Background: an optimization exercise with open tools, aiming at small area and a short achievable clock period. Do not read the settings as production practice. At most, simulation tests tie the RTL to the original design; equivalence was not proved. Power is estimated from default activity; no workload was simulated.

## CIRCUIT7
module CIRCUIT7(a, b, c, d, zero, Clk, Rst, z);
    input Clk, Rst;
    input [31:0] a, b, c, d, zero;
    output [31:0] z;
    wire [31:0] e, f, g, fr, zwire;
    wire gEQz;
    DIV div1(a, b, e, g);      
    DIV div2(c, d, f, fr);     
    COMP #(32) comp1(g, zero, gEQz);
    MUX2x1 #(32) mux1(f, e, gEQz, zwire);
    REG #(32) reg1(zwire, Clk, Rst, z);
endmodule
clock: 260.0 ns
lec_check: 0
cap_margin: 20
core_margin: 2
core_utilization: 50
cts_cluster_diameter: 25
cts_cluster_size: 4
slew_margin: 20
setup_slack_margin: 110
skip_pin_swap: 1
standard.sh (not shown) runs the stock make flow with config.mk's settings and CLKGATE_MAP_FILE= SYNTH_SCRIPT=/design/flow/synth_recipe.tcl, a recipe that flattens the netlist after the stock synthesis.
==> flow/flow/run.sh <==
#!/bin/bash
# Standard layout (the standard.sh), with timing repair aiming for extra
# setup slack so that the resizer works on the critical paths although the
# clock is met. Pin swapping is left out of the repair moves.
set -e
cd "$(dirname "$0")/.."
cat >> config.mk <<'EOC'
export SETUP_SLACK_MARGIN = 110
export SKIP_PIN_SWAP = 1
EOC
bash standard.sh > standard.log 2>&1
The baseline finished with timing, DRC and antenna clean.
Next try:
--- a/flow/flow/run.sh
+++ b/flow/flow/run.sh
@@ -6,5 +6,5 @@
 cd "$(dirname "$0")/.."
 cat >> config.mk <<'EOC'
-export SETUP_SLACK_MARGIN = 110
+export SETUP_SLACK_MARGIN = 105
 export SKIP_PIN_SWAP = 1
 EOC
--- a/flow/config.mk
+++ b/flow/config.mk
@@ -6,4 +6,5 @@
 export NUM_CORES = 4
 export LEC_CHECK = 0
+export ABC_AREA = 1
 export CAP_MARGIN = 20
 export CORE_MARGIN = 2
@@ -12,4 +13,4 @@
 export CTS_CLUSTER_SIZE = 4
 export SLEW_MARGIN = 20
-export SETUP_SLACK_MARGIN = 110
+export SETUP_SLACK_MARGIN = 105
 export SKIP_PIN_SWAP = 1
=> The changed run completed without violations. Final cell count shrinks by a little under a tenth. Power shrinks by a quarter to a third. Count of clock-buffer cells in the layout does not change. Sequential power hardly moves. Cell area shrinks by roughly a tenth. Critical path depth grows by 270. Worst setup slack degrades by 4.0 ns. Non-clock buffer count shrinks by 31. Die area shrinks by roughly a tenth. Hold slack degrades by 0.020 ns. Utilization grows by 0.21 points.
Next try:
==> flow/run.sh (new file) <==
#!/bin/bash
# synth_recipe.tcl (not shown) runs the flow's synth.tcl, then flattens the netlist and writes it again
# the make line also repeats each setting of config.mk as NAME=value (left out here)
make -C /OpenROAD-flow-scripts/flow DESIGN_CONFIG=/design/flow/config.mk WORK_HOME=/design/flow/orfs CLKGATE_MAP_FILE= SYNTH_SCRIPT=/design/flow/synth_recipe.tcl finish
--- a/flow/config.mk
+++ b/flow/config.mk
@@ -13,4 +13,2 @@
 export CTS_CLUSTER_SIZE = 4
 export SLEW_MARGIN = 20
-export SETUP_SLACK_MARGIN = 105
-export SKIP_PIN_SWAP = 1
removed: flow/flow/run.sh
removed: flow/standard.sh
Global-route usage is about the same.
Wire length drops by 1.5%.
Worst hold slack barely changes.
Sequential share of layout area stays flat.
Setup slack got worse by 11 ns.
Die area stays the same.
Synthesized cell count stays the same.
Maximum frequency drops by 6.8%.
Next try:
==> flow/flow/run.sh (new file) <==
#!/bin/bash
# Standard layout (the standard.sh), with timing repair aiming for extra
# setup slack so that the resizer works on the critical paths although the
# clock is met. Pin swapping is left out of the repair moves.
set -e
cd "$(dirname "$0")/.."
cat >> config.mk <<'EOC'
export SETUP_SLACK_MARGIN = 110
export SKIP_PIN_SWAP = 1
EOC
bash standard.sh > standard.log 2>&1
==> flow/standard.sh (new file) <==
#!/bin/bash
# synth_recipe.tcl (not shown) runs the flow's synth.tcl, then flattens the netlist and writes it again
# the make line also repeats each setting of config.mk as NAME=value (left out here)
make -C /OpenROAD-flow-scripts/flow DESIGN_CONFIG=/design/flow/config.mk WORK_HOME=/design/flow/orfs CLKGATE_MAP_FILE= SYNTH_SCRIPT=/design/flow/synth_recipe.tcl "${@:-finish}"
--- a/flow/config.mk
+++ b/flow/config.mk
@@ -9,6 +9,8 @@
 export CAP_MARGIN = 20
 export CORE_MARGIN = 2
-export CORE_UTILIZATION = 50
+export CORE_UTILIZATION = 65
 export CTS_CLUSTER_DIAMETER = 25
 export CTS_CLUSTER_SIZE = 4
 export SLEW_MARGIN = 20
+export SETUP_SLACK_MARGIN = 110
+export SKIP_PIN_SWAP = 1
removed: flow/run.sh
What happened: The new run went through all stages and came out clean; cell count drops by 2.6%; setup slack is better by 14 ns; via count climbs by 4.6%; power climbs by 3.4%; maximum frequency climbs by 9.8%; synthesized cell count is unchanged; non-clock buffer count climbs by 67; routed wire length climbs by 0.79%; flip-flop and latch count is unchanged; sequential share of layout area is about the same.
Next try:
==> flow/run.sh (new file) <==
#!/bin/bash
# synth_recipe.tcl (not shown) runs the flow's synth.tcl, then flattens the netlist and writes it again
# the make line also repeats each setting of config.mk as NAME=value (left out here)
make -C /OpenROAD-flow-scripts/flow DESIGN_CONFIG=/design/flow/config.mk WORK_HOME=/design/flow/orfs CLKGATE_MAP_FILE= SYNTH_SCRIPT=/design/flow/synth_recipe.tcl finish
==> flow/config.mk (replaced) <==
export PLATFORM = sky130hd
export DESIGN_NAME = CIRCUIT7
export DESIGN_NICKNAME = CIRCUIT7
export VERILOG_FILES = /design/flow/design.v
export SDC_FILE = /design/flow/constraint.sdc
export NUM_CORES = 4
export LEC_CHECK = 0
export ABC_AREA = 1
export CAP_MARGIN = 70
export CORE_MARGIN = 2
export CORE_UTILIZATION = 50
export CTS_CLUSTER_DIAMETER = 25
export CTS_CLUSTER_SIZE = 4
export SLEW_MARGIN = 70
removed: flow/flow/run.sh
removed: flow/standard.sh
Effect:
- worst hold slack gets better by 0.031 ns
- total power shrinks by a few percent
- first-iteration DRC count shrinks by about a fifth
- utilization shrinks by 17 points
- via count shrinks by a few percent
- critical path depth shrinks by 7
- setup slack gets worse by 9.2 ns
- synthesized cell count stays the same
- clock power grows slightly


yarrow:
Starting RTL as in the previous note.
Settings: LEC_CHECK=0, ABC_AREA=1, CAP_MARGIN=20, CORE_MARGIN=2, CORE_UTILIZATION=50, CTS_CLUSTER_DIAMETER=25, CTS_CLUSTER_SIZE=4, SLEW_MARGIN=20, TNS_END_PERCENT=10, SETUP_SLACK_MARGIN=114, SKIP_PIN_SWAP=1; clock period 260.0 ns.
==> flow/flow/run.sh <==
#!/bin/bash
# Standard layout (the standard.sh), with timing repair aiming for extra
# setup slack so that the resizer works on the critical paths although the
# clock is met. Pin swapping is left out of the repair moves.
set -e
cd "$(dirname "$0")/.."
cat >> config.mk <<'EOC'
export SETUP_SLACK_MARGIN = 114
export SKIP_PIN_SWAP = 1
EOC
bash standard.sh > standard.log 2>&1
yarrow ended with every stage complete and zero timing, DRC or antenna violations.
[inputs] xenon vs yarrow
- SKIP_PIN_SWAP: 1 -> unset
- SETUP_SLACK_MARGIN: 114 -> unset
- SLEW_MARGIN: 20 -> 90
- TNS_END_PERCENT: 10 -> unset
- CAP_MARGIN: 20 -> 90
==> flow/run.sh (new file) <==
#!/bin/bash
# synth_recipe.tcl (not shown) runs the flow's synth.tcl, then flattens the netlist and writes it again
# the make line also repeats each setting of config.mk as NAME=value (left out here)
make -C /OpenROAD-flow-scripts/flow DESIGN_CONFIG=/design/flow/config.mk WORK_HOME=/design/flow/orfs CLKGATE_MAP_FILE= SYNTH_SCRIPT=/design/flow/synth_recipe.tcl finish
removed: flow/flow/run.sh
removed: flow/standard.sh
### Flow results
FAIL: xenon; every other run in xenon and yarrow is clean. Flow for xenon halted at global routing (5_1_grt), error code GRT-0232. xenon vs. yarrow: post-placement cell count moved up, number of cells upsized or downsized after cts moved down, number of distinct library cell variants in the gate-level netlist after synthesis level.
#### Input delta (fjord over xenon)
- an added SKIP_PIN_SWAP of 1
- an added SETUP_SLACK_MARGIN of 118
- a change of SLEW_MARGIN from 90 to 20
- a change of CAP_MARGIN from 90 to 20
==> flow/flow/run.sh (new file) <==
#!/bin/bash
# Standard layout (the standard.sh), with timing repair aiming for extra
# setup slack so that the resizer works on the critical paths although the
# clock is met. Pin swapping is left out of the repair moves.
set -e
cd "$(dirname "$0")/.."
cat >> config.mk <<'EOC'
export SETUP_SLACK_MARGIN = 118
export SKIP_PIN_SWAP = 1
EOC
bash standard.sh > standard.log 2>&1
==> flow/standard.sh (new file) <==
#!/bin/bash
# synth_recipe.tcl (not shown) runs the flow's synth.tcl, then flattens the netlist and writes it again
# the make line also repeats each setting of config.mk as NAME=value (left out here)
make -C /OpenROAD-flow-scripts/flow DESIGN_CONFIG=/design/flow/config.mk WORK_HOME=/design/flow/orfs CLKGATE_MAP_FILE= SYNTH_SCRIPT=/design/flow/synth_recipe.tcl "${@:-finish}"
removed: flow/run.sh
Notes after the runs:
- fjord did not stop at any stage, and its layout met the timing, DRC and antenna checks.
- Placed cell count: lower on fjord
- fjord vs. xenon: post-CTS setup-driven buffer insertion count now sits higher; placed cell area moved down.
Input changes introduced in harbor (baseline for comparison: fjord):
- SETUP_SLACK_MARGIN: 118 -> 110
-- flow/flow/run.sh --
<<< fjord, line 8
export SETUP_SLACK_MARGIN = 118
>>> harbor, line 8
export SETUP_SLACK_MARGIN = 110
### Flow results
Where via count is concerned, fjord is outperformed by harbor. Fmax: harbor lower than fjord. Net load switching power down 3.2 µW in harbor wrt fjord. The estimated power of harbor ends up lower than the estimate for fjord. In the reports for harbor and fjord, the larger share of the cycle needed by the critical path after routing belongs to harbor. harbor does worse than fjord on setup slack. harbor vs fjord: number of inserted filler cells in the final layout up by a few percent. The run with more routed wire is fjord, not harbor. Diff fjord -> harbor: post-CTS setup-driven buffer insertion count shows a reduction of 40, met3 usage saw little to no change.


CIRCUIT7 again, from the RTL that the note above started with.
export LEC_CHECK = 0
export ABC_AREA = 1
export CAP_MARGIN = 20
export CORE_MARGIN = 2
export CORE_UTILIZATION = 50
export CTS_CLUSTER_DIAMETER = 25
export CTS_CLUSTER_SIZE = 4
export SLEW_MARGIN = 20
export SETUP_SLACK_MARGIN = 114
export SKIP_PIN_SWAP = 1
create_clock -name core_clock -period 260.0 [get_ports {Clk}]
==> flow/flow/run.sh <==
#!/bin/bash
# Standard layout (the standard.sh), with timing repair aiming for extra
# setup slack so that the resizer works on the critical paths although the
# clock is met. Pin swapping is left out of the repair moves.
set -e
cd "$(dirname "$0")/.."
cat >> config.mk <<'EOC'
export SETUP_SLACK_MARGIN = 114
export SKIP_PIN_SWAP = 1
EOC
bash standard.sh > standard.log 2>&1
The first run ran to the end with no violations.
Edit:
==> flow/flow/run.sh (replaced) <==
#!/bin/bash
# Standard layout, with timing repair aiming for extra setup slack so that
# the resizer works on the critical paths although the clock is met.
set -e
cd "$(dirname "$0")/.."
echo "export SETUP_SLACK_MARGIN = 130" >> config.mk
bash standard.sh > standard.log 2>&1
Settings changed: SETUP_SLACK_MARGIN 114 to 130, SKIP_PIN_SWAP 1 to not set.
Result: Design area rose by about 16%. Clock-buffer cell count stays the same. Wire length rose by about 16%. Synthesized area does not change. Global-route usage rose by 2.3 points. Maximum frequency rose by about 1.6%. Clock power rose by about 0.7%. Via count rose by 9.5%.


Setup of alpha:
CIRCUIT7, a different RTL version from the one above (not shown whole).
Size in the first run: roughly 32 flip-flops, ~0.056 mm^2 of cells after synthesis.
==> flow/config.mk <==
export PLATFORM = sky130hd
export DESIGN_NAME = CIRCUIT7
export DESIGN_NICKNAME = CIRCUIT7
export VERILOG_FILES = /design/flow/design.v
export SDC_FILE = /design/flow/constraint.sdc
export NUM_CORES = 4
export LEC_CHECK = 0
export ABC_AREA = 1
export CAP_MARGIN = 20
export CORE_MARGIN = 2
export CORE_UTILIZATION = 70
export CTS_CLUSTER_DIAMETER = 25
export CTS_CLUSTER_SIZE = 4
export PLACE_DENSITY = 0.8
export SLEW_MARGIN = 20
==> flow/constraint.sdc <==
create_clock -name core_clock -period 260.0 [get_ports {Clk}]
set_input_delay 52.0000 -clock core_clock [delete_from_list [all_inputs] [get_ports {Clk}]]
set_output_delay 52.0000 -clock core_clock [all_outputs]
set_load 0.01 [all_outputs]
run.sh (not shown) runs the stock make flow with config.mk's settings and CLKGATE_MAP_FILE= SYNTH_SCRIPT=/design/flow/synth_recipe.tcl, a recipe that flattens the netlist after the stock synthesis.
Stock flow here: none of the scripts above is used.
Here is what was changed in the inputs of beta compared with alpha.
diff --git a/flow/config.mk b/flow/config.mk
--- a/flow/config.mk
+++ b/flow/config.mk
@@ -9,7 +9,6 @@
 export CAP_MARGIN = 20
 export CORE_MARGIN = 2
-export CORE_UTILIZATION = 70
+export CORE_UTILIZATION = 50
 export CTS_CLUSTER_DIAMETER = 25
 export CTS_CLUSTER_SIZE = 4
-export PLACE_DENSITY = 0.8
 export SLEW_MARGIN = 20
Results
Compare alpha and beta | placed wire-length estimate after detailed placement higher: beta. Initial antenna violation count: beta lower than alpha. Going from alpha to beta, fmax increased by 1.5% relative to the old numbers, final cell count increased by 4.4% relative to the old numbers, design area increased by 1.0% relative to the old numbers.
No functional check of the RTL was part of any run of this note.


CIRCUIT7 with an RTL version that a note above also has.
For scale: about 7,600 cells after synthesis, roughly 32 flip-flops, ~51,000 sq um of cells after synthesis.
Settings: LEC_CHECK=0, ABC_AREA=1, CAP_MARGIN=20, CORE_MARGIN=2, CORE_UTILIZATION=50, CTS_CLUSTER_DIAMETER=25, CTS_CLUSTER_SIZE=4, SLEW_MARGIN=20, SETUP_SLACK_MARGIN=120; clock period 260.0 ns.
standard.sh (not shown) runs the stock make flow with config.mk's settings and CLKGATE_MAP_FILE= SYNTH_SCRIPT=/design/flow/synth_recipe.tcl, a recipe that flattens the netlist after the stock synthesis.
==> flow/flow/run.sh <==
#!/bin/bash
# Standard layout, with timing repair aiming for extra setup slack so that
# the resizer works on the critical paths although the clock is met.
set -e
cd "$(dirname "$0")/.."
echo "export SETUP_SLACK_MARGIN = 120" >> config.mk
bash standard.sh > standard.log 2>&1
The starting point completed with no timing, DRC or antenna violations.
Next try:
==> flow/flow/run.sh (replaced) <==
#!/bin/bash
# Standard layout (the standard.sh), with timing repair aiming for extra
# setup slack so that the resizer works on the critical paths although the
# clock is met. Pin swapping is left out of the repair moves.
set -e
cd "$(dirname "$0")/.."
cat >> config.mk <<'EOC'
export SETUP_SLACK_MARGIN = 110
export SKIP_PIN_SWAP = 1
EOC
bash standard.sh > standard.log 2>&1
- CAP_MARGIN: 20 -> 70
- SETUP_SLACK_MARGIN: 120 -> 110
- SKIP_PIN_SWAP: default -> 1
- SLEW_MARGIN: 20 -> 70
Wire length fell by 6.7%.
Via count came out lower by 4.3%.
Synthesized cell count is unchanged.
Core utilization falls by 5.1 points.
Sequential share of layout area barely changes.
Fmax shrinks by 3.0%.
Clock-buffer cell count does not change.
Next try:
==> flow/flow/run.sh (replaced) <==
#!/bin/bash
# Standard layout, with timing repair aiming for extra setup slack so that
# the resizer works on the critical paths although the clock is met.
set -e
cd "$(dirname "$0")/.."
echo "export SETUP_SLACK_MARGIN = 100" >> config.mk
bash standard.sh > standard.log 2>&1
- CAP_MARGIN: 70 -> 20
- SETUP_SLACK_MARGIN: 110 -> 100
- SKIP_PIN_SWAP: 1 -> default
- SLEW_MARGIN: 70 -> 20
Result:
- The changed run finished clean
- final area is lower by a few percent
- die area is unchanged
- setup slack is worse by 7.8 ns
Next try:
--- a/flow/flow/run.sh
+++ b/flow/flow/run.sh
@@ -6 +6 @@
-echo "export SETUP_SLACK_MARGIN = 100" >> config.mk
+echo "export SETUP_SLACK_MARGIN = 110" >> config.mk
- SETUP_SLACK_MARGIN: 100 -> 110
Design area goes up by 2.5%.
Combinational power barely changes.
Fmax goes up by 5.4%.
Power goes up by 2.1%.
Wire length goes up by 2.0%.
Via count goes up by 1.3%.
Count of clock-buffer cells in the layout stays the same.
Critical path depth goes up by 3.
Sequential power hardly moves.

[re-timing with driven ports]
In the flow no input, the clock included, has a driving cell. The finished layouts below were timed again as built, in two steps. Step 1: set_driving_cell puts a clkbuf_16 on Clk and a buf_2 on each other input, an assumption about the parent block. Step 2 adds t to the input delays and takes it off the output delays; t is the mean of the earliest and latest rising clock arrival at the registers after step 1. Input paths then give back, and output paths get back, about the clock's delay inside the block. a / b / c = ideal ports / drivers / drivers and shift; a / b = the first two.
run | shift t [ns] | setup slack, ns | hold WS [ns] | worst setup path at the end | cell pins on the clock port's net
the first run of note 1 | 0.375 | 117.000 / 117.037 / 116.662 | 52.238 / 52.210 / 52.585 | input to register | 1
the second run of note 1 | 0.353 | 113.010 / 113.030 / 112.677 | 52.218 / 52.208 / 52.561 | input to register | 1
the third run of note 1 | 0.354 | 102.337 / 102.358 / 102.004 | 52.215 / 52.203 / 52.557 | input to register | 1
the fourth run of note 1 | 0.353 | 116.387 / 116.412 / 116.059 | 52.212 / 52.190 / 52.543 | input to register | 1
the fifth run of note 1 | 0.354 | 107.165 / 107.197 / 106.843 | 52.244 / 52.230 / 52.584 | input to register | 1
yarrow | 0.356 | 119.972 / 119.999 / 119.643 | 52.206 / 52.195 / 52.552 | input to register | 1
fjord | 0.356 | 122.410 / 122.439 / 122.083 | 52.193 / 52.182 / 52.538 | input to register | 1
harbor | 0.354 | 116.753 / 116.773 / 116.419 | 52.216 / 52.206 / 52.560 | input to register | 1
the first run of note 3 | 0.356 | 119.972 / 119.999 / 119.643 | 52.206 / 52.195 / 52.552 | input to register | 1
the second run of note 3 | 0.360 | 122.147 / 122.167 / 121.807 | 52.259 / 52.228 / 52.588 | input to register | 1
alpha | 0.372 | 111.938 / 111.953 / 111.581 | 52.540 / 52.509 / 52.746 | input to register | 1
beta | 0.353 | 114.083 / 114.109 / 113.756 | 52.681 / 52.667 / 52.757 | input to register | 1
the first run of note 5 | 0.356 | 121.010 / 121.034 / 120.677 | 52.226 / 52.225 / 52.582 | input to register | 1
the second run of note 5 | 0.356 | 116.759 / 116.791 / 116.434 | 52.247 / 52.233 / 52.589 | input to register | 1
the third run of note 5 | 0.352 | 108.954 / 108.983 / 108.631 | 52.217 / 52.207 / 52.559 | input to register | 1
the fourth run of note 5 | 0.354 | 116.725 / 116.754 / 116.399 | 52.202 / 52.192 / 52.546 | input to register | 1
After both steps setup and hold are still met in every run listed. For alpha, which loses most, drivers alone change the setup slack by +0.015 ns; drivers and shift together by -0.357 ns.
